From an optimization exercise on the open Yosys and OpenROAD flow, aimed at small area, a short achievable clock period and few clock cycles; shortcuts taken in it are not production practice. Where RTL was checked, it was by simulation tests only, not by an equivalence proof against the original. Function not checked in runs 1 and 2: the RTL went through the layout flow alone. Power is estimated from default activity; no workload was simulated.

### flow/config.mk
export PLATFORM = sky130hd
export DESIGN_NAME = JAM
export DESIGN_NICKNAME = JAM
export VERILOG_FILES = /design/flow/design.v
export SDC_FILE = /design/flow/constraint.sdc
export NUM_CORES = 4
export LEC_CHECK = 0
export ABC_CLOCK_PERIOD_IN_PS = 2500
export CAP_MARGIN = 20
export CORE_MARGIN = 2
export CORE_UTILIZATION = 40
export SETUP_SLACK_MARGIN = 2.0
export SLEW_MARGIN = 20
### flow/constraint.sdc
create_clock -name core_clock -period 5.0 [get_ports {CLK}]
set_input_delay 1.0000 -clock core_clock [delete_from_list [all_inputs] [get_ports {CLK}]]
set_output_delay 1.0000 -clock core_clock [all_outputs]
set_load 0.01 [all_outputs]
### flow/design.v
module JAM (
	input CLK,
	input RST,
	output [2:0] W,
	output [2:0] J,
	input [6:0] Cost,
	output [3:0] MatchCount,
	output reg [9:0] MinCost,
	output reg Valid
);
integer k;
localparam S_ITER = 2'd0, S_WALK = 2'd1, S_BM = 2'd2, S_DONE = 2'd3;
reg [1:0] st;
reg [2:0] ph;         
reg       first;      
reg [7:0] pend;       
reg [2:0] jc;         
reg [2:0] r;          
reg       dec;        
reg       vA, vB;     
reg [7:0] used;       
reg [7:0] inT;        
reg [7:0] mt;         
reg       walking;    
reg       dfix;       
reg [3:0] rdone;      
reg       ddone;      
reg [8:0] K;          
reg [4:0] kacc;
reg [2:0] L;
reg       res;
reg [3:0] cnt;
reg [7:0] nv [0:7];   
reg [7:0] ur [0:7];   
reg [8:0] M  [0:7];   
reg [2:0] way[0:7];
reg [7:0] wroot;
reg [2:0] p  [0:7];   
reg [7:0] T  [0:7];   
reg [8:0] D;          
reg [2:0] j0;         
reg [2:0] wj;         
reg [2:0] wrow;       
reg [2:0] jA, rowA;
reg [8:0] KselA;
reg       foldA, zinitA;
reg [8:0] MjB;
reg       lastA, startA;
reg [2:0] jB, rowB;
reg [8:0] xB;
reg [7:0] UB;
reg [2:0] pB;
reg       mtB, lastB, startB;
reg [7:0] pnB;
reg [2:0] jnB;
reg [8:0] Dmin;
reg [2:0] j1;
reg [8:0] Kbest;
reg [2:0] pbest;
reg       mtbest;
reg [7:0] pnbest;
reg [2:0] jnbest;
reg [2:0] stk [0:5];
reg [5:0] hm;         
assign MatchCount = cnt;
function [2:0] lowest;
	input [7:0] m;
	begin
		casez (m)
			8'b???????1: lowest = 3'd0;
			8'b??????10: lowest = 3'd1;
			8'b?????100: lowest = 3'd2;
			8'b????1000: lowest = 3'd3;
			8'b???10000: lowest = 3'd4;
			8'b??100000: lowest = 3'd5;
			8'b?1000000: lowest = 3'd6;
			default:     lowest = 3'd7;
		endcase
	end
endfunction
function [9:0] fadd;
	input [9:0] a, b;
	input cin;
	reg [9:0] p, G, P, Gn, Pn;
	integer i, d;
	begin
		p = a ^ b;
		G = a & b;
		P = a | b;
		for (d = 1; d < 10; d = d * 2) begin
			Gn = G;
			Pn = P;
			for (i = d; i < 10; i = i + 1) begin
				Gn[i] = G[i] | (P[i] & G[i - d]);
				Pn[i] = P[i] & P[i - d];
			end
			G = Gn;
			P = Pn;
		end
		fadd[0] = p[0] ^ cin;
		for (i = 1; i < 10; i = i + 1)
			fadd[i] = p[i] ^ (G[i - 1] | (P[i - 1] & cin));
	end
endfunction
function flt;
	input [8:0] a, b;
	reg [8:0] G, P, Gn, Pn;
	integer i, d;
	begin
		G = a & ~b;
		P = a | ~b;
		for (d = 1; d < 9; d = d * 2) begin
			Gn = G;
			Pn = P;
			for (i = d; i < 9; i = i + 1) begin
				Gn[i] = G[i] | (P[i] & G[i - d]);
				Pn[i] = P[i] & P[i - d];
			end
			G = Gn;
			P = Pn;
		end
		flt = ~(G[8] | P[8]);
	end
endfunction
function [7:0] qoh;
	input [2:0] x;
	integer i;
	begin
		for (i = 0; i < 8; i = i + 1) qoh[i] = (p[i] == x);
	end
endfunction
wire       dec_go = dec & mtbest & (~first | dfix);    
wire       dec_fx = dec & mtbest & first & ~dfix;      
wire       issue  = (st == S_ITER || st == S_BM) && (pend != 8'd0) && !(dec && !dec_go);
wire [7:0] pend_n = pend & ~(8'd1 << jc);
wire       zinit  = (st == S_ITER) && first && !dec && (ph == 3'd0);
wire       fold   = issue && first && !dec && (st == S_ITER);
wire       fixing = (first || st == S_WALK) && !dec && (inT != 8'd0);
wire [8:0] Ksel   = used[jc] ? D : (dec ? Kbest : K);
assign W = dec ? pbest : r;
assign J = jc;
wire [7:0] nvA  = zinitA ? 8'd0 : nv[jA];
wire [9:0] opa  = {3'b000, Cost};
wire [9:0] opb  = {nvA[7], nvA[7], nvA};
wire [9:0] opc  = {1'b0, KselA};
wire [9:0] mj3  = (opa & opb) | (opa & opc) | (opb & opc);
wire [9:0] x3   = fadd(opa ^ opb ^ opc, {mj3[8:0], 1'b0}, 1'b0);
wire [9:0] nvW  = fadd(opb, opc, 1'b0);
wire [8:0] Mj     = MjB;
wire       lt_xM  = flt(xB, Mj);
wire       lt_xD  = flt(xB, Dmin);
wire       lt_MD  = flt(Mj, Dmin);
wire [9:0] Kx     = fadd({1'b0, xB}, {2'b11, ~UB}, 1'b1);
wire [9:0] KM     = fadd({1'b0, Mj}, {2'b11, ~UB}, 1'b1);
wire       less   = first | lt_xM;
wire       better = startB | (less ? lt_xD : lt_MD);
wire [8:0] newM   = less ? xB : Mj;
wire [8:0] Knew   = less ? Kx[8:0] : KM[8:0];
wire [7:0] used_r = used & (used - 8'd1);
wire [7:0] inT_r  = inT & (inT - 8'd1);
wire       trans  = (st == S_WALK) && !walking && (used_r == 8'd0) && (inT_r == 8'd0);
reg  [2:0] bl;
reg        bany;
reg  [7:0] um;        
reg  [7:0] umj;       
always @(*) begin
	umj = 8'd0;
	for (k = 0; k < 5; k = k + 1)
		if (k < bl) umj = umj | (8'd1 << stk[k]);
end
always @(*) begin
	bany = 1'b0;
	bl = 3'd0;
	for (k = 0; k < 6; k = k + 1)
		if (hm[k] && k < L) begin bany = 1'b1; bl = k; end
end
wire [7:0] rowL  = T[L];
wire [7:0] above = res ? ~((8'd2 << stk[L]) - 8'd1) : 8'hff;
wire [7:0] cand  = rowL & ~um & above;
wire [7:0] fr    = ~um;
wire [7:0] x6    = T[6] & fr;
wire [7:0] x7    = T[7] & fr;
wire       two   = (x6 == fr) && (x7 == fr);
wire       one   = (x6 != 8'd0) && (x7 != 8'd0) && ((x6 | x7) == fr);
wire [1:0] leaves = two ? 2'd2 : (one ? 2'd1 : 2'd0);
wire       drun  = (st == S_BM) && !ddone && (rdone > {1'b0, L}) && (L != 3'd6 || rdone[3]);
always @(posedge CLK or posedge RST) begin
	if (RST) begin
		st <= S_ITER;
		ph <= 3'd0;
		first <= 1'b1;
		pend <= 8'hff;
		jc <= 3'd0;
		r <= 3'd0;
		dec <= 1'b0;
		vA <= 1'b0;
		vB <= 1'b0;
		used <= 8'd0;
		inT <= 8'd0;
		mt <= 8'd0;
		walking <= 1'b0;
		dfix <= 1'b0;
		rdone <= 4'd0;
		ddone <= 1'b0;
		K <= 9'd0;
		Valid <= 1'b0;
		kacc <= 5'd0;
		L <= 3'd0;
		um <= 8'd0;
		res <= 1'b0;
		cnt <= 4'd0;
	end else begin
		vA <= issue;
		if (issue) begin
			pend <= pend_n;
			jc <= lowest(pend_n);
		end
		vB <= vA;
		dec <= vB && lastB && (st == S_ITER);
		if (vB && lastB && st == S_ITER) begin
			pend <= better ? pnB : pnbest;
			jc <= better ? jnB : jnbest;
		end
		if (vB && st == S_BM && lastB) rdone <= rdone + 4'd1;
		if (fold) used <= used & ~(8'd1 << jc);
		if (dec_fx) begin
			dfix <= 1'b1;
			dec <= 1'b1;
		end
		if (dec_go) begin
			used <= used | (8'd1 << j1);
			inT <= inT | (8'd1 << pbest);
			K <= Kbest;
			r <= pbest;
			first <= 1'b0;
			dfix <= 1'b0;
		end
		if (dec && !mtbest) begin
			mt <= mt | (8'd1 << j1);
			walking <= 1'b1;
			dfix <= 1'b0;
			if (ph == 3'd7) begin
				st <= S_WALK;
			end else begin
				ph <= ph + 3'd1;
				r <= ph + 3'd1;
				first <= 1'b1;
				pend <= 8'hff;
				jc <= 3'd0;
				K <= 9'd0;
			end
		end
		if (walking && wroot[wj]) walking <= 1'b0;
		if (fixing) inT <= inT_r;
		if (st == S_WALK) used <= used_r;
		if (trans) begin
			st <= S_BM;
			r <= 3'd0;
			pend <= ~qoh(3'd0);
			jc <= lowest(~qoh(3'd0));
			K <= 9'd0;
			rdone <= 4'd0;
			kacc <= 5'd0;
			L <= 3'd0;
			um <= 8'd0;
			res <= 1'b0;
			cnt <= 4'd0;
			ddone <= 1'b0;
		end
		if (st == S_BM) begin
			if (issue && pend_n == 8'd0 && r != 3'd7) begin
				r <= r + 3'd1;
				pend <= ~qoh(r + 3'd1);
				jc <= lowest(~qoh(r + 3'd1));
			end
			if (!kacc[4]) kacc <= kacc + 5'd1;
		end
		if (drun) begin
			if (L == 3'd6 || cand == 8'd0) begin
				if (L == 3'd6) cnt <= cnt + {2'b00, leaves};
				if (bany) begin
					L <= bl;
					um <= umj;
					res <= 1'b1;
				end else begin
					ddone <= 1'b1;
					Valid <= 1'b1;
				end
			end else begin
				L <= L + 3'd1;
				um <= um | (8'd1 << lowest(cand));
				res <= 1'b0;
			end
		end
		if (st == S_BM && ddone) st <= S_DONE;
	end
end
always @(posedge CLK) begin
	jA <= jc;
	rowA <= W;
	KselA <= Ksel;
	foldA <= fold;
	zinitA <= zinit;
	lastA <= (pend_n == 8'd0);
	startA <= dec || (st == S_ITER && pend == 8'hff);
	jB <= jA;
	rowB <= rowA;
	xB <= x3[8:0];
	MjB <= M[jA];
	if (foldA) nv[jA] <= nvW[7:0];
	UB <= ur[(st == S_BM) ? rowA : p[jA]];
	pB <= p[jA];
	mtB <= mt[jA];
	lastB <= lastA;
	startB <= startA;
	pnB <= ~((first ? 8'd0 : used) | (8'd1 << jA));
	jnB <= lowest(~((first ? 8'd0 : used) | (8'd1 << jA)));
	if (vB && st == S_ITER) begin
		if (less) M[jB] <= xB;
		if (less && !first) begin
			way[jB] <= j0;
			wroot[jB] <= 1'b0;
		end
		if (better) begin
			Dmin <= newM;
			j1 <= jB;
			Kbest <= Knew;
			pbest <= pB;
			mtbest <= mtB;
			pnbest <= pnB;
			jnbest <= jnB;
		end
	end
	if (vB && st == S_BM) T[rowB][jB] <= (xB == {1'b0, UB});
	if (dec && first && !dfix) wroot <= 8'hff;
	if (dec_fx) begin
		pbest <= p[j1];
		Kbest <= fadd({1'b0, Dmin}, {2'b11, ~ur[p[j1]]}, 1'b1);
	end
	if (dec_go) begin
		D <= Dmin;
		nv[j1] <= fadd({2'b00, nv[j1]}, {2'b11, ~Dmin[7:0]}, 1'b1);
		ur[pbest] <= fadd({2'b00, ur[pbest]}, {2'b11, ~Dmin[7:0]}, 1'b1);
		j0 <= j1;
	end
	if (dec && !mtbest) begin
		D <= Dmin;
		wj <= j1;
		wrow <= ph;
		ur[ph] <= Dmin[7:0];
	end
	if (walking) begin
		p[wj] <= wroot[wj] ? wrow : p[way[wj]];
		wj <= way[wj];
	end
	if (fixing) ur[lowest(inT)] <= fadd({2'b00, ur[lowest(inT)]}, {2'b00, D[7:0]}, 1'b0);
	if (st == S_WALK && used != 8'd0) nv[lowest(used)] <= fadd({2'b00, nv[lowest(used)]}, {2'b00, D[7:0]}, 1'b0);
	if (trans) begin
		T[0] <= qoh(3'd0);
		MinCost <= 10'd0;
	end
	if (st == S_BM) begin
		if (issue && pend_n == 8'd0 && r != 3'd7) T[r + 3'd1] <= qoh(r + 3'd1);
		if (!kacc[4]) begin
			if (!kacc[3]) MinCost <= fadd(MinCost, {3'd0, ur[kacc[2:0]][6:0]}, 1'b0);
			else          MinCost <= fadd(MinCost, {3'b111, ~nv[kacc[2:0]][6:0]}, 1'b1);
		end
	end
	if (drun && L != 3'd6 && cand != 8'd0) begin
		stk[L] <= lowest(cand);
		hm[L] <= (cand & ~(8'd1 << lowest(cand))) != 8'd0;
	end
end
endmodule
### flow/run.sh
#!/bin/bash
# synth_recipe.tcl (not shown) runs the flow's synth.tcl, then flattens the netlist and writes it again
# the make line also repeats each setting of config.mk as NAME=value (left out here)
make -C /OpenROAD-flow-scripts/flow DESIGN_CONFIG=/design/flow/config.mk WORK_HOME=/design/flow/orfs CLKGATE_MAP_FILE= SYNTH_SCRIPT=/design/flow/synth_recipe.tcl finish
==> results of run 1 <==
synth_stat cells (11+ instances only):
master | n | share of area (%)
clkbuf_1 | 126 | 1.3
o211ai_1 | 16 | 0.33
a22oi_1 | 21 | 0.44
nor2_1 | 279 | 2.9
mux2i_1 | 203 | 5.6
nand2b_1 | 44 | 0.76
a21oi_1 | 231 | 3.2
xnor2_1 | 68 | 1.6
and2_1 | 21 | 0.36
a31oi_1 | 38 | 0.66
a211oi_1 | 45 | 0.93
nor2b_1 | 54 | 0.93
mux4_2 | 150 | 9.3
nor3_1 | 44 | 0.61
fa_1 | 13 | 0.72
o21bai_1 | 34 | 0.71
o21ai_0 | 190 | 2.6
nand2_1 | 328 | 3.4
ha_1 | 180 | 6.2
edfxtp_1 | 396 | 33
nand4_1 | 18 | 0.31
and3_1 | 13 | 0.23
or3_1 | 13 | 0.23
mux2_2 | 58 | 1.8
dfrtp_1 | 76 | 5.3
o22ai_1 | 21 | 0.36
inv_1 | 228 | 2.4
a21o_1 | 18 | 0.37
dfxtp_1 | 95 | 5.3
nor4_1 | 11 | 0.19
buf_1 | 23 | 0.24
xor2_1 | 37 | 0.90
nand3_1 | 68 | 0.94
cell families after synthesis:
logic type	synth area share, %
AOI/OAI and AO/OA	13.1
xor gates and xnor gates	2.61
adders and majority gates	7.29
buffers and inverters	4.41
DFF	44.1
muxes	16.9
and+or+nand+nor	11.6
final cells by class:
class,count,area [sq um]
multi-input cells,2405,21600
inverters,232,921
flip-flops and latches,576,16000
well taps,1176,1470
repair buffers,391,3930
fillers,7759,43600
diodes,2,5.00
clock inverters,36,398
repair inverters,1,7.51
clock buffers,88,1860
per-stage QoR:
stage / power (mW) / std cells / instance area, sq um
floorplan: 5.42 / 3379 / 36800
global placement: 5.52 / 4500 / 38300
detailed placement: 5.52 / 4501 / 38300
CTS: 10.6 / 4834 / 44400
global route: 10.9 / 4905 / 46200
finish: 10.6 / 4907 / 46200
where the power goes:
| part | switching, mW | internal [mW] |
|---|---|---|
| registers | 0.0536 | 5.09 |
| clock network | 2.11 | 3.01 |
| logic | 0.194 | 0.163 |
| total | 2.36 | 8.27 |
worst max path at each step:
stage,startpoint,endpoint,cells past startpoint
3_3_place_gp,Dmin[1],Kbest[1],9
4_1_cts,flop,Kbest[8],18
2_1_floorplan,L[1],stk[2][0],16
3_5_place_dp,flop,Kbest[8],14
5_1_grt,used[1],nv[1][7],17
6_report,used[1],nv[1][7],17
cell usage in the layout, fill, tap and decap left out, types with 57 or more instances in the layout:
cell and instances:
edfxtp_1 396, nand2_1 292, nor2_1 230, buf_4 226, inv_1 205, mux2i_1 179, ha_1 162, a21oi_1 158
mux4_2 150, buf_6 87, o21ai_0 83, dfxtp_1 82, o21ai_2 80, clkbuf_16 75, dfrtp_1 57
flip-flops by register name, summed over array words and instances (netlist names), 10 cells and up, named ones only:
| name | cells |
|---|---|
| way | 24 |
| M | 72 |
| p | 24 |
| stk | 24 |
| nv | 64 |
| T | 64 |
| ur | 64 |
| MinCost | 10 |
timing repair:
| action | 4_1_cts | 5_1_grt |
|---|---|---|
| setup endpoints to repair | 603 | 604 |
| gates cloned | 7 | 3 |
| resized for setup | 539 | 280 |
| buffers inserted | 202 | 68 |
| pin swaps | 174 | 107 |
layer usage:
| metal | vias to the layer above | part of all wire (%) |
|---|---|---|
| met5 | - | 0.031 |
| met4 | 6 | 4.2 |
| met3 | 307 | 8.2 |
| met2 | 1396 | 46 |
| met1 | 14700 | 41 |
| li1 | 13100 | - |
==> results_dict.tcl, run 1 <==
set metrics [dict create \
    crit_path_cell_trace "or4_4 -> or3_4 -> buf_12 -> buf_8 -> a21oi_2 -> nor2_1 -> o211a_4 -> ha_4 -> nand2b_4 -> a21oi_4 -> o21ai_1 -> a21oi_1 -> nor2_2 -> o21bai_1 -> a21oi_2 -> xor3_2 -> o22ai_2" \
    timing.rr.start "used[1]" \
    grt_max_degree 86 \
    required_ps 5350 \
    fin_skew_ps 45.0 \
    hold_class "reg -> reg" \
    yosysWarningCount 1 \
    synth_edf_count 396 \
    ioPinCount 30 \
    dp_slack_ps 798 \
    ys_ff_latch 576 \
    crit_fanout 8 \
    reg2reg_setup_slack_ps 1280 \
    dpl.hpwl_um 84500 \
    use_met2_pct 41.1 \
    cts_tree "done" \
    period_share_pct 74.5 \
    hold-path-endpoint "lastB" \
    nets 3876 \
    power.leakage_nw 17.5 \
    max_cap_violations 0 \
    grt_pass1_wl_um 182000 \
    async_reset_ff_share_pct 14.8 \
    critical_path_class "reg -> reg" \
    synthToLayoutAreaGrowth_pct 27.7 \
    slew_violations 0 \
    slowest_stage "or4_4" \
    min_period_ps 3720 \
    setup_violations 0 \
    final_util_pct 51.4 \
    status "timing/DRC/antenna clean" \
    fp.dieH_um 305 \
    path_common_cell "a21oi_2" \
    grt_usage_pct 25.8 \
    htreeDepth 3 \
    fin_ws_ps 1280 \
    slew-limit-headroom_pct 21.8 \
    crit-reg2reg-capture "nv[1][7]" \
    num_rows 110 \
    syn_nets 3581 \
    worst_slew_pin_slew_ps 1170 \
    power_density_mw_per_mm2 230 \
    max_stage_delay_ps 520 \
    worstHoldStart "lastA" \
    vias 29500 \
    clock_path_buffers 3 \
    whs_ps 325 \
    cts_hold_buf 0 \
    grt_pass1_vias 28000 \
    path_buf_inv 2 \
    drt_first_pass_iters 6 \
    crit_path_end_kind "flop" \
    io_buffers 29 \
    drt_iter0_drc 3372 \
    worstSetupStartpointType "flop" \
    synth_ff_type "edfxtp_1" \
    hold_viol_final 0 \
    core_sq_mm 0.0897 \
    hold_depth 0 \
    place.gp.congestion 0.932 \
    reg2reg_depth 17 \
    grt-ovfl-total 0 \
    ys_types 102 \
    wl_um 123000 \
    cts_root_buf "clkbuf_16" \
    crit_family "simple AND/OR/NAND/NOR gates" \
    dieArea_sq_mm 0.0928 \
    wl_per_cell_um 25.1 \
    drc 0 \
    cts_sinks 576 \
    rsz0062_at_grt "yes" \
    avgViaCountPerCell 6.00 \
    worstPathArrival_ps 4080 \
    grtUsageMet1_pct 35.4 \
    clock.fmax_mhz 269 \
    grt_busiest_layer "met2" \
    vdd_drop_max_mv 0.220 \
    cts.clk_slew.worst_paths_ps 60 \
    antenna_found_initial 4 \
    cts_buffers 67 \
    fin_tns_setup_ps 0 \
    seq_area_frac_synth_pct 44.1 \
    use_met3_pct 4.51 \
    insertion_delay_ps 640 \
    drive_gt1_share_pct 32.6 \
    syn_avg_cell_area_sq_um 10.7 \
    syn_area_sq_mm 0.0361 \
    start_util_pct 40.3 \
    ant_nets 0 \
    synthCells 3379 \
    die_w_um 305 \
]
==> run 2: changes to the inputs <==
--- a/flow/config.mk
+++ b/flow/config.mk
@@ -7,3 +7,3 @@
 export LEC_CHECK = 0
-export ABC_CLOCK_PERIOD_IN_PS = 2500
+export ABC_CLOCK_PERIOD_IN_PS = 3500
 export CAP_MARGIN = 20
@@ -11,3 +11,3 @@
 export CORE_UTILIZATION = 40
-export SETUP_SLACK_MARGIN = 2.0
+export SETUP_SLACK_MARGIN = 1.0
 export SLEW_MARGIN = 20
==> run 2 against run 1 <==
  * Core utilization is 5.8 points lower
  * Die area did not move
  * Worst hold slack better by 7.6 ps
  * Critical path depth shrank 9
  * Sequential power about the same
  * Synthesized area did not move
  * Non-clock buffer count shrank 221
  * Wire length fell by 5.7%
  * Total power shrank 0.63%
  * Largest power group is now the clock network
  * Highest routed layer is now met4
==> results_dict.tcl, run 2 <==
set metrics [dict create \
    cts_tree "done" \
    p_int_mw 8.20 \
    p_clk_share_pct 48.8 \
    fin_area_sq_mm 0.0410 \
    period_share_pct 80.9 \
    pwr-share-comb_pct 2.5 \
    dpl.hpwl_um 84400 \
    yosys.area.top_type_share_pct 32.9 \
    synth_ff_type "edfxtp_1" \
    drt_iter0_drc 3238 \
    antenna_found_initial 0 \
    slowest_stage "or4_1" \
    place.gp.congestion 0.950 \
    slew_violations 0 \
    grt_pass1_vias 26800 \
    crit_fanout 18 \
    top_register "M" \
    largest_reg_flops 72 \
    path_common_cell "nor2_1" \
    wl_um 116000 \
    ant_nets 0 \
    final_common_cell "edfxtp_1" \
    power_switching_mw 2.37 \
    fin_tns_setup_ps 0 \
    layoutNonFillerInstCount 4679 \
    crit_family "simple AND/OR/NAND/NOR gates" \
    synth_commonest_cells "edfxtp_1 (396), nand2_1 (328), nor2_1 (279)" \
    worst_slew_pin_slew_ps 1090 \
    grt_usage_pct 24.6 \
    synth_edf_count 396 \
    whs_ps 332 \
    drc 0 \
    required_ps 5310 \
    worstSetupStartpointType "flop" \
    dieArea_sq_mm 0.0928 \
    n_fill_cell 8334 \
    grt_pass1_wl_um 174000 \
    cts_root_buf "clkbuf_16" \
    syn_nets 3581 \
    insertion_delay_ps 630 \
    synthCells 3379 \
    p_sw_share_pct 22.4 \
    antenna_cells 0 \
    clock_path_buffers 3 \
    cts_sinks 576 \
    fp.dieH_um 305 \
    avgViaCountPerCell 5.95 \
    ioPinCount 30 \
    slew-limit-headroom_pct 26.8 \
    final_util_pct 45.7 \
    grt_max_degree 49 \
    hold_depth 0 \
    clock.fmax_mhz 247 \
    wl_per_cell_um 24.8 \
    placed_cells 4505 \
    vdd_drop_max_mv 0.232 \
    synthToLayoutAreaGrowth_pct 13.4 \
    status "timing/DRC/antenna clean" \
    synth_area_leaders "edfxtp_1 (33%), mux4_2 (9.3%), ha_1 (6.2%)" \
    hold_viol_final 0 \
    drt_first_pass_iters 6 \
    core_sq_mm 0.0897 \
    path_depth 8 \
    crit_path_end_kind "flop" \
    syn_avg_cell_area_sq_um 10.7 \
    ys_ff_latch 576 \
    critical_path_class "reg -> reg" \
    syn_area_sq_mm 0.0361 \
    worstPathArrival_ps 4350 \
    num_rows 110 \
    min_period_ps 4050 \
    nets 3650 \
    setup_violations 0 \
    async_reset_ff_share_pct 14.8 \
    power.leakage_nw 15.5 \
    hold_class "reg -> reg" \
    yosysWarningCount 1 \
    drive_gt1_share_pct 16.5 \
    die_w_um 305 \
    seq_area_frac_synth_pct 44.1 \
    reg2reg_depth 8 \
    cts_hold_buf 0 \
    final_cell_mix "edfxtp_1 (396), nand2_1 (324), nor2_1 (271), inv_1 (227), a21oi_1 (220)" \
    htreeDepth 3 \
    path_buf_inv 0 \
    rsz0062_at_grt "yes" \
    p_seq_share_pct 48.7 \
    yosysMostFrequentCell "edfxtp_1" \
    max_cap_violations 0 \
    grt-ovfl-total 0 \
    place_area_sq_mm 0.0380 \
    max_stage_delay_ps 710 \
    start_util_pct 40.3 \
    cts_buffers 67 \
    ys_types 102 \
    vias 27800 \
    power_density_mw_per_mm2 258 \
    yosysTopAreaCell "edfxtp_1" \
    io_buffers 29 \
    fin_skew_ps 24.6 \
    crit_path_cell_trace "nor2_1 -> a31oi_1 -> nor2_1 -> nand3_1 -> or4_1 -> nor2_1 -> nand2_1 -> o21ai_0" \
    cts.clk_slew.worst_paths_ps 60 \
]
## run 2: final timing paths
check | from | to | slack, ps
max reg2reg | jc[1] | T[5][3] | 950
min in group asynchronous | RST | L[1] | 850
min reg2reg | lastA | lastB | 330
max in group asynchronous | RST | pend[0] | 3210
min | lastA | lastB | 330
max | jc[1] | T[5][3] | 950
## run 2: layout make-up
class / count / area, sq um / share of cell area [%]
timing repair buffer: 170 / 1420 / 3.47
sequential: 576 / 16000 / 38.9
clock buffer: 76 / 1760 / 4.30
multi-input combinational: 2401 / 19000 / 46.3
inverter: 232 / 881 / 2.15
clock inverter: 48 / 532 / 1.30
tap: 1176 / 1470 / 3.59
## run 2: kinds of logic after synthesis
| group | Yosys count | share of synthesized area (%) |
|---|---|---|
| buffers and inverters | 402 | 4.41 |
| AO/OA/AOI/OAI | 750 | 13.1 |
| multiplexers | 415 | 16.9 |
| flip-flops | 576 | 44.1 |
| AND/OR/NAND/NOR | 925 | 11.6 |
| XOR/XNOR | 106 | 2.61 |
| adder cells (fa/ha/maj) | 205 | 7.29 |
## run 2: timing repair
item                                   4_1_cts  5_1_grt
setup buffers                               13       34
gates resized for setup                     26       53
pin swaps                                    3        9
cloned                                       0        2
endpoints found under the hold margin        0        0
setup endpoints to repair                  139      222
## run 2: power by group through the flow
stage	Clock, mW	Sequential [mW]	Combinational (mW)
after detailed placement	0	5.25	0.263
after global routing	5.41	5.15	0.295
after floorplan	0	5.22	0.199
after global placement	0	5.24	0.259
final	5.15	5.14	0.264
after CTS	5.23	5.14	0.264
## run 2: metrics by stage
| stage | total power [mW] | worst slack, ps |
|---|---|---|
| floorplan | 5.42 | 1030 |
| global placement | 5.50 | 616 |
| detailed placement | 5.51 | 524 |
| CTS | 10.6 | 884 |
| global route | 10.8 | 713 |
| finish | 10.6 | 954 |
## run 2: worst reg2reg max path: stages, from the launching register on
cell and delay (ps):
dfrtp_1 610, nor2_1 480, a31oi_1 210, nor2_1 250, nand3_1 130, or4_1 710, nor2_1 440, nand2_1 600
o21ai_0 310
## run 2: metal layers
layer / vias up / track usage [%] / share of wire, %
li1: 12600 / - / -
met1: 13800 / 33.6 / 42
met2: 1274 / 39.8 / 46
met3: 219 / 3.44 / 7.5
met4: 0 / 8.77 / 3.8
met5: - / 0 / 0
==> run 3: changes to the inputs <==
--- a/flow/design.v
+++ b/flow/design.v
@@ -176,2 +176,8 @@
 end
+reg        dead;
+always @(*) begin
+	dead = 1'b0;
+	for (k = 1; k < 8; k = k + 1)
+		if (k > L && rdone > k && (T[k] & ~um) == 8'd0) dead = 1'b1;
+end
 wire [7:0] rowL  = T[L];
@@ -278,3 +284,3 @@
 		if (drun) begin
-			if (L == 3'd6 || cand == 8'd0) begin
+			if (L == 3'd6 || cand == 8'd0 || dead) begin
 				if (L == 3'd6) cnt <= cnt + {2'b00, leaves};
@@ -368,3 +374,3 @@
 	end
-	if (drun && L != 3'd6 && cand != 8'd0) begin
+	if (drun && L != 3'd6 && cand != 8'd0 && !dead) begin
 		stk[L] <= lowest(cand);
--- a/flow/config.mk
+++ b/flow/config.mk
@@ -7,3 +7,2 @@
 export LEC_CHECK = 0
-export ABC_CLOCK_PERIOD_IN_PS = 3500
 export CAP_MARGIN = 20
@@ -11,3 +10,2 @@
 export CORE_UTILIZATION = 40
-export SETUP_SLACK_MARGIN = 1.0
 export SLEW_MARGIN = 20
==> run 3 against run 2 <==
  * First-iteration DRC count fell by 4.4%
  * Cell count fell by 0.41%
  * Global-route usage fell by 0.094 points
  * Register-to-register slack lost 400 ps
  * Synthesized area rose by 1.5%
  * Count of clock-buffer cells in the layout grew 10
  * Synthesized cell count increased by 0.36%
  * Critical endpoint is now nv[0][6]
  * Flip-flop and latch count stayed put
  * Worst hold slack worse by 2.6 ps
  * Still clean on timing, DRC and antenna
  * Fmax decreased by 9.1%
  * Largest cell class unchanged
  * Via count up 0.66%
==> results_dict.tcl, run 3 <==
set metrics [dict create \
    critical_path_class "reg -> reg" \
    crit-reg2reg-capture "nv[0][6]" \
    start_util_pct 40.2 \
    final_common_cell "edfxtp_1" \
    max_cap_violations 0 \
    nets 3625 \
    clock.fmax_mhz 225 \
    syn_nets 3599 \
    synth_area_leaders "edfxtp_1 (32%), mux4_2 (9.1%), ha_1 (6.3%)" \
    slew_violations 0 \
    crit_start "used[3]" \
    required_ps 5490 \
    placed_cells 4532 \
    grt-ovfl-total 0 \
    topRoutingLayerUsed "met5" \
    max_stage_delay_ps 630 \
    syn_area_sq_mm 0.0367 \
    drive_gt1_share_pct 15.3 \
    grt_pass1_wl_um 174000 \
    crit_path_cell_trace "or4_1 -> nor2_1 -> a21oi_4 -> buf_4 -> mux2i_1 -> a211oi_1 -> ha_1 -> inv_1 -> fa_1 -> o21bai_1 -> a21oi_1 -> nor2_1 -> nor2_1 -> nor2_1 -> nor2_1 -> xnor2_2 -> nor2_1 -> a21oi_1" \
    drt_first_pass_iters 8 \
    cts_setup_buffers 0 \
    antenna_found_initial 3 \
    synthToLayoutAreaGrowth_pct 12.0 \
    reg2reg_setup_slack_ps 550 \
    crit_path_end_kind "flop" \
    period_share_pct 89.0 \
    vdd_drop_max_mv 0.243 \
    core_sq_mm 0.0912 \
    cts_sinks 576 \
    cts_buffers 69 \
    worst_slew_pin_slew_ps 1010 \
    cts.clk_slew.worst_paths_ps 60 \
    hold_viol_final 0 \
    grt_pass1_vias 27000 \
    worstPathArrival_ps 4940 \
    htreeDepth 3 \
    layoutNonFillerInstCount 4660 \
    yosysTopAreaCell "edfxtp_1" \
    cts_root_buf "clkbuf_16" \
    insertion_delay_ps 650 \
    vias 28000 \
    place.gp.congestion 0.952 \
    whs_ps 330 \
    grt_usage_pct 24.5 \
    ys_ff_latch 576 \
    cts_hold_buf 0 \
    dieArea_sq_mm 0.0942 \
    clock_path_buffers 3 \
    p_total_mw 10.8 \
    crit_fanout 22 \
    syn_avg_cell_area_sq_um 10.8 \
    wl_per_cell_um 25.0 \
    avgViaCountPerCell 6.01 \
    fin_ws_ps 550 \
    cp-endpoint "nv[0][6]" \
    yosys.area.top_type_share_pct 32.4 \
    ys_types 106 \
    ioPinCount 30 \
    yosysWarningCount 1 \
    fin_tns_setup_ps 0 \
    met2WireLength_um 54700 \
    power_density_mw_per_mm2 262 \
    hold_class "reg -> reg" \
    fp.dieH_um 307 \
    dpl.hpwl_um 84200 \
    drc 0 \
    dp_slack_ps 395 \
    place_area_sq_mm 0.0387 \
    slew-limit-headroom_pct 31.3 \
    status "timing/DRC/antenna clean" \
    ant_nets 0 \
    drt_iter0_drc 3095 \
    power.leakage_nw 15.3 \
    setup_violations 0 \
    final_cell_mix "edfxtp_1 (396), nand2_1 (321), inv_1 (220), mux2i_1 (219), a21oi_1 (218)" \
    wl_met1_um 48200 \
    postCtsResizedCells 0 \
    synthCells 3391 \
    slowest_stage "or4_1" \
    fin_area_sq_mm 0.0411 \
    path_common_cell "nor2_1" \
    met3_length_um 9100 \
    num_rows 111 \
    async_reset_ff_share_pct 14.8 \
    reg2reg_depth 18 \
    synth_commonest_cells "edfxtp_1 (396), nand2_1 (321), mux2i_1 (225)" \
    rsz0062_at_grt "no" \
    antenna_cells 0 \
    fin_skew_ps 41.6 \
    wl_um 117000 \
    min_period_ps 4450 \
    final_util_pct 45.1 \
    timing.rr.start "used[3]" \
    grt_max_degree 60 \
    die_w_um 307 \
    synth_ff_type "edfxtp_1" \
    top_register "M" \
    largest_reg_flops 72 \
    n_fill_cell 8425 \
    cts_tree "done" \
    io_buffers 29 \
    yosysMostFrequentCell "edfxtp_1" \
    synth_edf_count 396 \
    worstSetupStartpointType "flop" \
    seq_area_frac_synth_pct 43.4 \
]
-- run 3: layer usage --
| layer | vias to the layer above | GRT usage, % |
|---|---|---|
| li1 | 12600 | - |
| met1 | 13900 | 33.0 |
| met2 | 1316 | 39.4 |
| met3 | 252 | 4.13 |
| met4 | 6 | 9.52 |
| met5 | - | 0 |
-- run 3: cells by family (layout without fill, tap and decap cells) --
| family | Yosys count | in the layout | share of synthesized area (%) |
|---|---|---|---|
| xor gates and xnor gates | 107 | 107 | 2.55 |
| DFF | 576 | 576 | 43.4 |
| adders and majority gates | 214 | 214 | 7.47 |
| and+or+nand+nor | 881 | 881 | 11.4 |
| buffers and inverters | 413 | 496 | 4.47 |
| muxes | 456 | 456 | 17.8 |
| AOI/OAI and AO/OA | 744 | 744 | 12.9 |
-- run 3: critical path, delay by kind of cell, from the launching register on --
family / cells / cell delay (ps)
AOI/OAI and AO/OA: 5 / 940
DFF: 1 / 470
muxes: 1 / 150
buffers and inverters: 2 / 350
xor gates and xnor gates: 1 / 370
and+or+nand+nor: 7 / 1340
adders and majority gates: 2 / 670
-- run 3: worst min path at each step --
stage                 from     end  slack (ps)  depth (start not counted)
floorplan            lastA   lastB         310                          0
global placement     lastA   lastB         310                          0
detailed placement  startA  startB         320                          0
CTS                  lastA   lastB         330                          0
global route         lastA   lastB         330                          0
finish               lastA   lastB         330                          0
-- run 3: layout make-up --
| cell class | instances | area [sq um] | area share [%] |
|---|---|---|---|
| clock buffers | 86 | 1910 | 4.66 |
| clock inverters | 42 | 527 | 1.28 |
| inverters | 225 | 847 | 2.06 |
| multi-input cells | 2402 | 19300 | 46.8 |
| flip-flops and latches | 576 | 15900 | 38.8 |
| well taps | 1186 | 1480 | 3.61 |
| repair buffers | 143 | 1160 | 2.82 |
-- run 3: power by group --
| group | total (mW) | leakage, nW | switching (mW) | internal [mW] |
|---|---|---|---|---|
| clock | 5.38 | 1.19 | 2.24 | 3.15 |
| sequential | 5.14 | 5.15 | 0.0439 | 5.09 |
| combinational | 0.249 | 8.92 | 0.147 | 0.102 |
| total | 10.8 | 15.3 | 2.43 | 8.34 |
Testbench counts of run 3, summed over its fixed seeds: cycles 3,720.
==> run 4: changes to the inputs <==
--- a/flow/design.v
+++ b/flow/design.v
@@ -24,3 +24,2 @@
 reg       walking;    
-reg       dfix;       
 reg [3:0] rdone;      
@@ -28,3 +27,2 @@
 reg [8:0] K;          
-reg [4:0] kacc;
 reg [2:0] L;
@@ -53,11 +51,7 @@
 reg       mtB, lastB, startB;
-reg [7:0] pnB;
-reg [2:0] jnB;
 reg [8:0] Dmin;
 reg [2:0] j1;
-reg [8:0] Kbest;
+reg [7:0] Ubest;
 reg [2:0] pbest;
 reg       mtbest;
-reg [7:0] pnbest;
-reg [2:0] jnbest;
 reg [2:0] stk [0:5];
@@ -131,12 +125,18 @@
 endfunction
-wire       dec_go = dec & mtbest & (~first | dfix);    
-wire       dec_fx = dec & mtbest & first & ~dfix;      
-wire       issue  = (st == S_ITER || st == S_BM) && (pend != 8'd0) && !(dec && !dec_go);
-wire [7:0] pend_n = pend & ~(8'd1 << jc);
+wire       dec_go = dec & mtbest;                           
+wire       newph  = dec & ~mtbest & (ph != 3'd7) & (st == S_ITER);  
+wire [2:0] p1     = p[j1];
+wire [2:0] pcur   = first ? p1 : pbest;
+wire [9:0] Kc     = fadd({1'b0, Dmin}, {2'b11, ~(first ? ur[p1] : Ubest)}, 1'b1);
+wire [8:0] Kcur   = Kc[8:0];
+wire       issue  = (st == S_ITER || st == S_BM) && (newph || dec_go || ((pend != 8'd0) && !dec));
+wire [7:0] pendi  = newph ? 8'hff : (dec_go ? ~(used | (8'd1 << j1)) : pend);
+wire [2:0] jci    = newph ? 3'd0 : (dec_go ? lowest(pendi) : jc);
+wire [7:0] pend_n = pendi & ~(8'd1 << jci);
 wire       zinit  = (st == S_ITER) && first && !dec && (ph == 3'd0);
-wire       fold   = issue && first && !dec && (st == S_ITER);
+wire       fold   = issue && (st == S_ITER) && ((first && !dec) || newph);
 wire       fixing = (first || st == S_WALK) && !dec && (inT != 8'd0);
-wire [8:0] Ksel   = used[jc] ? D : (dec ? Kbest : K);
-assign W = dec ? pbest : r;
-assign J = jc;
+wire [8:0] Ksel   = used[jci] ? (newph ? Dmin : D) : (newph ? 9'd0 : (dec ? Kcur : K));
+assign W = newph ? ph + 3'd1 : (dec ? pcur : r);
+assign J = jci;
 wire [7:0] nvA  = zinitA ? 8'd0 : nv[jA];
@@ -152,4 +152,2 @@
 wire       lt_MD  = flt(Mj, Dmin);
-wire [9:0] Kx     = fadd({1'b0, xB}, {2'b11, ~UB}, 1'b1);
-wire [9:0] KM     = fadd({1'b0, Mj}, {2'b11, ~UB}, 1'b1);
 wire       less   = first | lt_xM;
@@ -157,3 +155,2 @@
 wire [8:0] newM   = less ? xB : Mj;
-wire [8:0] Knew   = less ? Kx[8:0] : KM[8:0];
 wire [7:0] used_r = used & (used - 8'd1);
@@ -207,3 +204,2 @@
 		walking <= 1'b0;
-		dfix <= 1'b0;
 		rdone <= 4'd0;
@@ -212,3 +208,2 @@
 		Valid <= 1'b0;
-		kacc <= 5'd0;
 		L <= 3'd0;
@@ -225,19 +220,10 @@
 		dec <= vB && lastB && (st == S_ITER);
-		if (vB && lastB && st == S_ITER) begin
-			pend <= better ? pnB : pnbest;
-			jc <= better ? jnB : jnbest;
-		end
 		if (vB && st == S_BM && lastB) rdone <= rdone + 4'd1;
-		if (fold) used <= used & ~(8'd1 << jc);
-		if (dec_fx) begin
-			dfix <= 1'b1;
-			dec <= 1'b1;
-		end
+		if (fold) used <= used & ~(8'd1 << jci);
 		if (dec_go) begin
 			used <= used | (8'd1 << j1);
-			inT <= inT | (8'd1 << pbest);
-			K <= Kbest;
-			r <= pbest;
+			inT <= inT | (8'd1 << pcur);
+			K <= Kcur;
+			r <= pcur;
 			first <= 1'b0;
-			dfix <= 1'b0;
 		end
@@ -246,3 +232,2 @@
 			walking <= 1'b1;
-			dfix <= 1'b0;
 			if (ph == 3'd7) begin
@@ -253,4 +238,2 @@
 				first <= 1'b1;
-				pend <= 8'hff;
-				jc <= 3'd0;
 				K <= 9'd0;
@@ -268,3 +251,2 @@
 			rdone <= 4'd0;
-			kacc <= 5'd0;
 			L <= 3'd0;
@@ -281,3 +263,2 @@
 			end
-			if (!kacc[4]) kacc <= kacc + 5'd1;
 		end
@@ -304,3 +285,3 @@
 always @(posedge CLK) begin
-	jA <= jc;
+	jA <= jci;
 	rowA <= W;
@@ -321,4 +302,2 @@
 	startB <= startA;
-	pnB <= ~((first ? 8'd0 : used) | (8'd1 << jA));
-	jnB <= lowest(~((first ? 8'd0 : used) | (8'd1 << jA)));
 	if (vB && st == S_ITER) begin
@@ -332,7 +311,5 @@
 			j1 <= jB;
-			Kbest <= Knew;
+			Ubest <= UB;
 			pbest <= pB;
 			mtbest <= mtB;
-			pnbest <= pnB;
-			jnbest <= jnB;
 		end
@@ -340,7 +317,3 @@
 	if (vB && st == S_BM) T[rowB][jB] <= (xB == {1'b0, UB});
-	if (dec && first && !dfix) wroot <= 8'hff;
-	if (dec_fx) begin
-		pbest <= p[j1];
-		Kbest <= fadd({1'b0, Dmin}, {2'b11, ~ur[p[j1]]}, 1'b1);
-	end
+	if (dec && first) wroot <= 8'hff;
 	if (dec_go) begin
@@ -348,3 +321,3 @@
 		nv[j1] <= fadd({2'b00, nv[j1]}, {2'b11, ~Dmin[7:0]}, 1'b1);
-		ur[pbest] <= fadd({2'b00, ur[pbest]}, {2'b11, ~Dmin[7:0]}, 1'b1);
+		ur[pcur] <= fadd({2'b00, ur[pcur]}, {2'b11, ~Dmin[7:0]}, 1'b1);
 		j0 <= j1;
@@ -353,2 +326,3 @@
 		D <= Dmin;
+		MinCost <= fadd((ph == 3'd0) ? 10'd0 : MinCost, {1'b0, Dmin}, 1'b0);
 		wj <= j1;
@@ -365,3 +339,2 @@
 		T[0] <= qoh(3'd0);
-		MinCost <= 10'd0;
 	end
@@ -369,6 +342,2 @@
 		if (issue && pend_n == 8'd0 && r != 3'd7) T[r + 3'd1] <= qoh(r + 3'd1);
-		if (!kacc[4]) begin
-			if (!kacc[3]) MinCost <= fadd(MinCost, {3'd0, ur[kacc[2:0]][6:0]}, 1'b0);
-			else          MinCost <= fadd(MinCost, {3'b111, ~nv[kacc[2:0]][6:0]}, 1'b1);
-		end
 	end
==> run 4 against run 3 <==
  * Still clean
  * Flip-flop and latch count is 32 lower
  * Synthesized area fell by 6.5%
  * Combinational power shrank 41%
  * Critical path type is now reg -> out
  * Largest cell class unchanged
==> results_dict.tcl, run 4 <==
set metrics [dict create \
    power_density_mw_per_mm2 253 \
    antenna_cells 0 \
    cts_hold_buf 0 \
    start_util_pct 40.3 \
    min_period_ps 4840 \
    synth_ff_type "edfxtp_1" \
    fp.dieH_um 297 \
    rsz0062_at_grt "no" \
    top_register "M" \
    postCtsResizedCells 0 \
    grt_pass1_wl_um 164000 \
    syn_avg_cell_area_sq_um 10.8 \
    max_stage_delay_ps 560 \
    power.leakage_nw 14.1 \
    drt_iter0_drc 3054 \
    synthCells 3174 \
    cts_sinks 544 \
    synth_edf_count 394 \
    insertion_delay_ps 680 \
    crit_fanout 18 \
    slew_violations 0 \
    max_cap_violations 0 \
    core_sq_mm 0.0851 \
    synth_commonest_cells "edfxtp_1 (394), nand2_1 (285), nor2_1 (250)" \
    ant_nets 0 \
    crit_path_end_kind "output port" \
    hold_class "reg -> reg" \
    cts_root_buf "clkbuf_16" \
    htreeDepth 2 \
    setup_violations 0 \
    clock_path_buffers 3 \
    place.gp.congestion 0.941 \
    seq_area_frac_synth_pct 44.4 \
    yosys.area.top_type_share_pct 34.5 \
    required_ps 4000 \
    synthToLayoutAreaGrowth_pct 11.5 \
    synth_area_leaders "edfxtp_1 (34%), mux4_2 (8.0%), mux2i_1 (6.2%)" \
    ys_ff_latch 544 \
    slowest_stage "mux4_2" \
    drc 0 \
    grt_usage_pct 24.2 \
    nets 3363 \
    status "timing/DRC/antenna clean" \
    worstPathArrival_ps 3840 \
    ioPinCount 30 \
    yosysTopAreaCell "edfxtp_1" \
    num_rows 107 \
    yosysWarningCount 1 \
    worstSetupStartpointType "flop" \
    clock.fmax_mhz 207 \
    async_reset_ff_share_pct 14.5 \
    n_fill_cell 7982 \
    worst_slew_pin_slew_ps 1160 \
    path_common_cell "buf_4" \
    fin_ws_ps 163 \
    syn_area_sq_mm 0.0343 \
    avgViaCountPerCell 6.01 \
    fin_tns_setup_ps 0 \
    ys_types 107 \
    largest_reg_flops 72 \
    cts_buffers 60 \
    cts_tree "done" \
    final_cell_mix "edfxtp_1 (394), nand2_1 (285), nor2_1 (250), mux2i_1 (204), a21oi_1 (192)" \
    cts.clk_slew.worst_paths_ps 60 \
    crit_family "buffers and inverters" \
    drt_first_pass_iters 6 \
    path_buf_inv 4 \
    die_w_um 297 \
    dp_slack_ps 285 \
    grt-ovfl-total 0 \
    io_buffers 29 \
    hold_viol_final 0 \
    crit_path_cell_trace "buf_4 -> mux4_2 -> mux2i_2 -> a21o_1 -> clkinv_1 -> buf_4 -> mux2i_1 -> o21ai_0 -> clkdlybuf4s50_1" \
    critical_path_class "reg -> out" \
    wl_um 109000 \
    dieArea_sq_mm 0.0882 \
    grt_pass1_vias 25300 \
    yosysMostFrequentCell "edfxtp_1" \
    drive_gt1_share_pct 14.5 \
    antenna_found_initial 0 \
    slew-limit-headroom_pct 22.2 \
    grt_max_degree 40 \
    vias 26400 \
    period_share_pct 96.7 \
    vdd_drop_max_mv 0.314 \
    final_common_cell "edfxtp_1" \
    dpl.hpwl_um 79200 \
    wl_per_cell_um 24.9 \
    syn_nets 3338 \
    cts_setup_buffers 0 \
    fin_skew_ps 70.4 \
]
-- run 4: cell count changes after synthesis, sizes merged, moves of 15 or more --
cell,change
xor2,-17
nor2,+40
inv,-34
a21oi,-25
nor2b,-15
mux4,-27
ha,-44
nand2,-34
clkbuf,-35
a211oi,+28
mux2,-30
buf,+19
dfxtp,-24
o21ai,-40
-- run 4: area by class of cell --
class	instances	area (sq um)	share of cell area (%)
clock inverter	40	465	1.22
timing repair buffer	135	1090	2.84
tap	1144	1430	3.74
multi-input combinational	2268	17700	46.3
clock buffer	74	1610	4.22
inverter	190	714	1.87
sequential	544	15200	39.8
-- run 4: path summary, 6_finish.rpt --
| kind | slack (ps) | cells past startpoint | start | end |
|---|---|---|---|---|
| min in group asynchronous | 640 | 2 | RST | cnt[2] |
| max in group asynchronous | 3490 | 3 | RST | used[1] |
| worst max register to register | 300 | 20 | flop | ur[1][7] |
| worst min-delay path | 290 | 0 | lastA | lastB |
| worst max-delay path | 160 | 9 | flop | W[2] |
| worst min register to register | 290 | 0 | lastA | lastB |
-- run 4: layer usage --
layer	GRT usage [%]	part of all wire, %	vias to the layer above	wire length (um)
li1	-	-	11900	-
met1	34.2	43	13100	47100
met2	37.6	45	1268	49600
met3	3.67	7.9	214	8630
met4	8.57	3.7	0	4040
met5	0	0	-	0
-- run 4: through the flow --
step / instances / total power, mW / hold WS (ps) / area [sq um] / util [%]
floorplan: 3174 / 5.03 / 310 / 34300 / -
global placement: 4280 / 5.10 / 311 / 36200 / 42.5
detailed placement: 4280 / 5.10 / 312 / 36200 / 42.5
CTS: 4394 / 9.74 / 271 / 38200 / 44.9
global route: 4395 / 9.92 / 294 / 38300 / 44.9
finish: 4395 / 9.69 / 291 / 38300 / 44.9
-- run 4: report_power, final --
group | leakage [nW] | switching (mW) | internal (mW)
registers | 4.90 | 0.0357 | 4.83
clock network | 1.01 | 2.00 | 2.68
logic | 8.16 | 0.0890 | 0.0576
total | 14.1 | 2.12 | 7.56
-- run 4: cells by family (layout without fill, tap and decap cells) --
| group | Yosys count | in the layout | synth area share [%] |
|---|---|---|---|
| simple gates | 867 | 867 | 12.2 |
| mux | 386 | 386 | 15.9 |
| compound gates | 755 | 755 | 14.4 |
| xor+xnor | 95 | 95 | 2.46 |
| buf+inv | 362 | 439 | 4.40 |
| flops | 544 | 544 | 44.4 |
| fa+ha+maj | 165 | 165 | 6.23 |
Testbench counts of run 4, summed over its fixed seeds: cycles 3,556.
==> run 5: changes to the inputs <==
--- a/flow/design.v
+++ b/flow/design.v
@@ -77,21 +77,4 @@
 	input cin;
-	reg [9:0] p, G, P, Gn, Pn;
-	integer i, d;
 	begin
-		p = a ^ b;
-		G = a & b;
-		P = a | b;
-		for (d = 1; d < 10; d = d * 2) begin
-			Gn = G;
-			Pn = P;
-			for (i = d; i < 10; i = i + 1) begin
-				Gn[i] = G[i] | (P[i] & G[i - d]);
-				Pn[i] = P[i] & P[i - d];
-			end
-			G = Gn;
-			P = Pn;
-		end
-		fadd[0] = p[0] ^ cin;
-		for (i = 1; i < 10; i = i + 1)
-			fadd[i] = p[i] ^ (G[i - 1] | (P[i - 1] & cin));
+		fadd = a + b + {9'd0, cin};
 	end
@@ -100,18 +83,4 @@
 	input [8:0] a, b;
-	reg [8:0] G, P, Gn, Pn;
-	integer i, d;
 	begin
-		G = a & ~b;
-		P = a | ~b;
-		for (d = 1; d < 9; d = d * 2) begin
-			Gn = G;
-			Pn = P;
-			for (i = d; i < 9; i = i + 1) begin
-				Gn[i] = G[i] | (P[i] & G[i - d]);
-				Pn[i] = P[i] & P[i - d];
-			end
-			G = Gn;
-			P = Pn;
-		end
-		flt = ~(G[8] | P[8]);
+		flt = a < b;
 	end
--- a/flow/config.mk
+++ b/flow/config.mk
@@ -9,3 +9,3 @@
 export CORE_MARGIN = 2
-export CORE_UTILIZATION = 40
+export CORE_UTILIZATION = 65
 export SLEW_MARGIN = 20
==> run 5 against run 4 <==
  * Global-route usage grew 16 points
  * Wire length shrank 2.8%
  * Highest routed layer unchanged
  * Cell count shrank 13%
  * Synthesized cell count shrank 2.9%
  * Cell area shrank 3.4%
  * Critical endpoint is now J[1]
==> results_dict.tcl, run 5 <==
set metrics [dict create \
    worstSetupStartpointType "flop" \
    yosysWarningCount 1 \
    power_switching_mw 2.11 \
    vias 27000 \
    num_rows 83 \
    hold_depth 0 \
    drt_first_pass_iters 6 \
    p_seq_share_pct 49.5 \
    crit_path_end_kind "output port" \
    top_register "M" \
    start_util_pct 65.5 \
    crit_path_cell_trace "ha_1 -> ha_1 -> nor3b_2 -> nand2_1 -> buf_4 -> a311o_1 -> nand3_2 -> inv_1 -> clkdlybuf4s50_1" \
    synth_edf_count 394 \
    core_sq_mm 0.0511 \
    ant_nets 0 \
    synthCells 3081 \
    io_buffers 29 \
    yosys.area.top_type_share_pct 35.3 \
    hold_class "reg -> reg" \
    slew_violations 0 \
    p_clk_share_pct 48.5 \
    drive_gt1_share_pct 15.7 \
    antenna_cells 0 \
    fp.dieH_um 231 \
    layoutNonFillerInstCount 3834 \
    grt-ovfl-total 0 \
    p_sw_share_pct 21.5 \
    crit_fanout 19 \
    grt_pass1_wl_um 161000 \
    fin_skew_ps 50.7 \
    p_total_mw 9.79 \
    path_common_cell "ha_1" \
    max_cap_violations 0 \
    synth_ff_type "edfxtp_1" \
    avgViaCountPerCell 7.04 \
    syn_area_sq_mm 0.0335 \
    place.gp.congestion 0.973 \
    ys_types 118 \
    ys_ff_latch 544 \
    grt_pass1_vias 26400 \
    worstHoldStart "lastA" \
    power_density_mw_per_mm2 265 \
    cts.clk_slew.worst_paths_ps 60 \
    worstPathArrival_ps 3730 \
    htreeDepth 2 \
    seq_area_frac_synth_pct 45.5 \
    status "timing/DRC/antenna clean" \
    final_cell_mix "edfxtp_1 (394), nand2_1 (345), nor2_1 (245), a21oi_1 (210), o21ai_0 (164)" \
    cts_root_buf "clkbuf_16" \
    hold-path-endpoint "lastB" \
    synth_area_leaders "edfxtp_1 (35%), mux4_2 (9.1%), dfrtp_1 (5.2%)" \
    min_period_ps 4730 \
    placed_cells 3723 \
    max_stage_delay_ps 520 \
    p_int_mw 7.68 \
    final_common_cell "edfxtp_1" \
    cts_tree "done" \
    die_w_um 231 \
    worst_slew_pin_slew_ps 1230 \
    reg2reg_setup_slack_ps 300 \
    drc 0 \
    required_ps 4000 \
    hold_viol_final 0 \
    insertion_delay_ps 660 \
    clock.fmax_mhz 212 \
    whs_ps 332 \
    critical_path_class "reg -> out" \
    reg2reg_depth 17 \
    timing.rr.start "p[1][1]" \
    period_share_pct 94.6 \
    power.leakage_nw 13.9 \
    clock_path_buffers 3 \
    syn_avg_cell_area_sq_um 10.9 \
    async_reset_ff_share_pct 14.5 \
    ioPinCount 30 \
    wl_per_cell_um 27.7 \
    cts_buffers 57 \
    yosysMostFrequentCell "edfxtp_1" \
    cts_sinks 544 \
    pwr-share-comb_pct 2.0 \
    yosysTopAreaCell "edfxtp_1" \
    drt_iter0_drc 3448 \
    grt_max_degree 50 \
    slew-limit-headroom_pct 17.9 \
    dieArea_sq_mm 0.0533 \
    wl_um 106000 \
    dpl.hpwl_um 76200 \
    crit-reg2reg-capture "ur[0][7]" \
    rsz0062_at_grt "no" \
    synth_commonest_cells "edfxtp_1 (394), nand2_1 (345), nor2_1 (246)" \
    grt_usage_pct 40.0 \
    nets 3242 \
    setup_violations 0 \
    fin_tns_setup_ps 0 \
    slowest_stage "nor3b_2" \
    syn_nets 3218 \
    vdd_drop_max_mv 0.288 \
    antenna_found_initial 0 \
    synthToLayoutAreaGrowth_pct 10.4 \
    largest_reg_flops 72 \
]
==> run 5: layer usage <==
layer | part of all wire, % | routed length, um | up-vias | track usage [%]
met2 | 47 | 50200 | 1876 | 65.0
met5 | 0 | 0 | - | 0
met4 | 5.7 | 6090 | 0 | 20.2
met1 | 37 | 38900 | 13100 | 52.3
li1 | - | - | 11600 | -
met3 | 10 | 11100 | 393 | 6.73
==> run 5: area by class of cell <==
cell class,count,area (sq um)
clock buffer,75,1650
clock inverter,33,473
fill,3572,14100
inverter,132,499
multi-input combinational,2231,17100
sequential,544,15200
tap,680,851
timing repair buffer,139,1150
==> run 5: worst max path at each step <==
stage	start	endpoint	slack (ps)	cells past startpoint
final	ph[0]	J[1]	270	9
after global routing	flop	ur[0][7]	10	17
after CTS	flop	KselA[8]	40	20
after detailed placement	flop	ur[1][7]	90	16
after global placement	flop	KselA[8]	250	20
after floorplan	flop	KselA[8]	160	21
==> run 5: metrics by stage <==
stage | setup slack [ps] | instance area [sq um] | utilization, %
after floorplan | 162 | 33500 | -
after global placement | 249 | 34800 | 68.1
after detailed placement | 90.7 | 34800 | 68.1
after CTS | 35.2 | 36900 | 72.3
after global routing | 9.97 | 37000 | 72.4
final | 272 | 37000 | 72.4
==> run 5: what timing repair did <==
item | CTS | global route
hold buffers | 0 | 0
endpoints found under the hold margin | 0 | 0
setup buffers | 0 | 2
endpoints found under the setup margin | 0 | 20
resized for setup | 0 | 8
==> run 5: cell families (layout without fill, tap and decap cells) <==
family | after synthesis | after routing | share of synthesized area [%]
mux | 346 | 346 | 15.7
buf+inv | 306 | 379 | 3.70
fa+ha+maj | 132 | 132 | 5.26
simple gates | 952 | 952 | 13.7
compound gates | 715 | 715 | 13.9
flops | 544 | 544 | 45.5
xor+xnor | 86 | 86 | 2.25
==> run 5: worst max-delay path: cells and delay by family (launching register included) <==
| kind | cells | cell delay (ps) |
|---|---|---|
| flops | 1 | 440 |
| buf+inv | 3 | 900 |
| simple gates | 3 | 910 |
| compound gates | 1 | 340 |
| fa+ha+maj | 2 | 480 |
==> run 5: power groups by stage <==
| stage | Combinational, mW | Clock [mW] | Sequential, mW |
|---|---|---|---|
| floorplan | 0.0968 | 0 | 4.95 |
| global placement | 0.183 | 0 | 4.94 |
| detailed placement | 0.192 | 0 | 4.94 |
| CTS | 0.195 | 4.76 | 4.84 |
| global route | 0.214 | 4.93 | 4.84 |
| finish | 0.199 | 4.74 | 4.85 |
Testbench counts of run 5, summed over its fixed seeds: cycles 3,556.
==> run 6: changes to the inputs <==
--- a/flow/config.mk
+++ b/flow/config.mk
@@ -7,5 +7,6 @@
 export LEC_CHECK = 0
+export ABC_AREA = 1
 export CAP_MARGIN = 20
 export CORE_MARGIN = 2
-export CORE_UTILIZATION = 65
+export CORE_UTILIZATION = 40
 export SLEW_MARGIN = 20
==> run 6 against run 5 <==
  * Still clean on timing, DRC and antenna
  * Wire length up 11%
  * Cell area up 0.90%
  * Cell count up 39%
  * Fmax up 3.2%
  * Non-clock buffer count down 17
  * Sequential power about the same
  * Via count up 15%
  * Count of clock-buffer cells in the layout down 8
  * Critical path type is now reg -> reg
  * Largest power group unchanged
==> results_dict.tcl, run 6 <==
set metrics [dict create \
    status "timing/DRC/antenna clean" \
    grt-ovfl-total 0 \
    synthCells 4164 \
    nets 4325 \
    vdd_drop_max_mv 0.344 \
    drc 0 \
    grt_pass1_vias 28900 \
    start_util_pct 40.3 \
    hold_viol_final 0 \
    crit_path_cell_trace "inv_1 -> nand2_1 -> nor2_1 -> nand2_1 -> nor2_1 -> o21ai_0 -> nand2_2 -> inv_1 -> buf_4 -> nand2_1 -> o211ai_1 -> nand2_1 -> a221oi_1 -> ha_1 -> a21oi_1 -> nand2_1 -> a21oi_1 -> o21bai_1 -> nand2_1 -> nand2_1 -> a21oi_1 -> xor2_2 -> xnor2_4 -> o21ai_0" \
    cts_tree "done" \
    final_common_cell "nand2_1" \
    fp.dieH_um 294 \
    crit_fanout 12 \
    antenna_found_initial 1 \
    critical_path_class "reg -> reg" \
    fin_tns_setup_ps 0 \
    cts_root_buf "clkbuf_16" \
    synthToLayoutAreaGrowth_pct 11.2 \
    crit_path_end_kind "flop" \
    max_stage_delay_ps 430 \
    fin_area_sq_mm 0.0373 \
    min_period_ps 4580 \
    drive_gt1_share_pct 6.65 \
    slew-limit-headroom_pct 23.5 \
    insertion_delay_ps 670 \
    power.leakage_nw 15.8 \
    core_sq_mm 0.0833 \
    ant_nets 0 \
    die_w_um 294 \
    syn_area_sq_mm 0.0335 \
    yosysWarningCount 1 \
    path_buf_inv 3 \
    path_common_cell "nand2_1" \
    power_density_mw_per_mm2 259 \
    cts.clk_slew.worst_paths_ps 60 \
    n_fill_cell 8221 \
    antenna_cells 0 \
    clock.fmax_mhz 218 \
    hold_class "reg -> reg" \
    ioPinCount 30 \
    max_cap_violations 0 \
    grt_pass1_wl_um 178000 \
    syn_avg_cell_area_sq_um 8.06 \
    cts_buffers 61 \
    fin_skew_ps 42.0 \
    htreeDepth 2 \
    seq_area_frac_synth_pct 45.4 \
    io_buffers 29 \
    syn_nets 4301 \
    synth_edf_count 394 \
    layoutNonFillerInstCount 5320 \
    dpl.hpwl_um 88600 \
    dieArea_sq_mm 0.0862 \
    wl_per_cell_um 22.2 \
    grt_usage_pct 26.9 \
    worstPathArrival_ps 4960 \
    yosys.area.top_type_share_pct 35.3 \
    final_cell_mix "nand2_1 (855), inv_1 (499), o21ai_0 (480), nor2_1 (400), edfxtp_1 (394)" \
    wl_um 118000 \
    period_share_pct 91.6 \
    setup_violations 0 \
    largest_reg_flops 72 \
    required_ps 5380 \
    num_rows 106 \
    avgViaCountPerCell 5.82 \
    slowest_stage "dfrtp_1" \
    synth_area_leaders "edfxtp_1 (35%), nand2_1 (9.6%), o21ai_0 (7.2%)" \
    async_reset_ff_share_pct 14.5 \
    crit_family "compound AO/OA/AOI/OAI gates" \
    ys_types 64 \
    drt_iter0_drc 3795 \
    worstSetupStartpointType "flop" \
    yosysTopAreaCell "edfxtp_1" \
    clock_path_buffers 3 \
    slew_violations 0 \
    top_register "M" \
    vias 30900 \
    placed_cells 5199 \
    synth_ff_type "edfxtp_1" \
    grt_max_degree 69 \
    place_area_sq_mm 0.0351 \
    ys_ff_latch 544 \
    drt_first_pass_iters 8 \
    cts_sinks 544 \
    rsz0062_at_grt "no" \
    worst_slew_pin_slew_ps 1140 \
    yosysMostFrequentCell "nand2_1" \
    synth_commonest_cells "nand2_1 (858), inv_1 (501), o21ai_0 (484)" \
    place.gp.congestion 0.998 \
]
==> run 6: cell types whose count changed in the layout (fill, tap and decap cells not counted), sizes merged, moves of 69 or more <==
cell | previous run | this run
mux2 | 71 | 0
nor2 | 247 | 415
mux2i | 139 | 2
nand3 | 65 | 213
nand2 | 346 | 872
a21oi | 215 | 284
inv | 135 | 515
mux4 | 136 | 0
o21ai | 170 | 505
==> run 6: layout make-up <==
class                      instances  area (sq um)  share of cell area, %
tap                             1080          1350                   3.62
sequential                       544         15200                   40.9
clock inverter                    48           490                   1.31
multi-input combinational       2935         15700                   42.1
inverter                         524          1980                   5.31
clock buffer                      67          1550                   4.15
timing repair buffer             122           996                   2.67
==> run 6: where the power goes <==
group	switching [mW]	internal, mW	total (mW)
logic	0.0878	0.0550	0.143
registers	0.0397	4.83	4.87
clock network	2.04	2.61	4.66
==> run 6: kinds of logic after synthesis <==
group | Yosys count | share of synthesized area [%]
compound gates | 1127 | 19.4
xor+xnor | 75 | 1.96
fa+ha+maj | 128 | 5.13
buf+inv | 685 | 8.05
flops | 544 | 45.4
mux | 2 | 0.0597
simple gates | 1603 | 20.0
==> run 6: final timing paths <==
| path | end | start | cells past startpoint | slack [ps] |
|---|---|---|---|---|
| max | nv[6][7] | used[1] | 24 | 420 |
| min | rowB[1] | rowA[1] | 0 | 320 |
| max reg2reg | nv[6][7] | used[1] | 24 | 420 |
| min reg2reg | rowB[1] | rowA[1] | 0 | 320 |
| max in group asynchronous | first | RST | 3 | 3200 |
| min in group asynchronous | r[1] | RST | 2 | 820 |
==> run 6: stage by stage <==
step	setup slack, ps	util [%]	power [mW]	hold slack [ps]
after global routing	55.1	44.8	9.91	340
after CTS	123	44.6	9.70	322
after global placement	236	42.2	5.10	314
after detailed placement	136	42.2	5.11	321
final	420	44.8	9.67	316
after floorplan	823	-	5.04	310
==> run 6: per-layer routing <==
layer | vias up | global-route usage, % | part of all wire (%)
met5 | - | 0 | 0.010
met4 | 2 | 10.7 | 4.2
met3 | 299 | 3.76 | 8.0
met2 | 1508 | 43.7 | 46
met1 | 14700 | 36.1 | 42
li1 | 14400 | - | -
==> run 6: timing repair <==
item,in CTS,in global routing
hold buffers,0,0
hold endpoints to repair,0,0
setup endpoints to repair,0,36
gates resized for setup,0,17
buffers inserted,0,4

-- static timing again, ports no longer ideal --
The flow's constraints put no driver on any port. The routed layouts listed below were extracted and timed again, unchanged, in two steps.
Step 1: set_driving_cell puts a clkbuf_16 on CLK and a buf_2 on each other input, an assumption about the parent block.
Step 2 adds t to the input delays and takes it off the output delays; t is the mean of the earliest and latest rising clock arrival at the registers after step 1. Input paths then give back, and output paths get back, about the clock's delay inside the block.
Three values: no drivers, after step 1, after step 2; two values: the first two.
| run | t (ns) | slack for setup (ns) | hold slack, ns | slew at the worst register clock pin (ns) | worst data-port slew with drivers (ns) |
|---|---|---|---|---|---|
| run 1 | 0.682 | 1.276 / 1.276 / 1.276 | 0.325 / 0.325 / 0.325 | 0.07 / 0.07 | 0.03 |
| run 2 | 0.686 | 0.954 / 0.954 / 0.954 | 0.332 / 0.332 / 0.332 | 0.07 / 0.07 | 0.07 |
| run 3 | 0.700 | 0.550 / 0.550 / 0.550 | 0.330 / 0.330 / 0.330 | 0.07 / 0.07 | 0.04 |
| run 4 | 0.709 | 0.163 / 0.094 / 0.301 | 0.291 / 0.291 / 0.291 | 0.07 / 0.07 | 0.04 |
| run 5 | 0.701 | 0.272 / 0.209 / 0.301 | 0.332 / 0.332 / 0.332 | 0.07 / 0.07 | 0.03 |
| run 6 | 0.716 | 0.420 / 0.420 / 0.420 | 0.316 / 0.316 / 0.316 | 0.07 / 0.07 | 0.05 |
After both steps setup and hold are still met in every run listed.
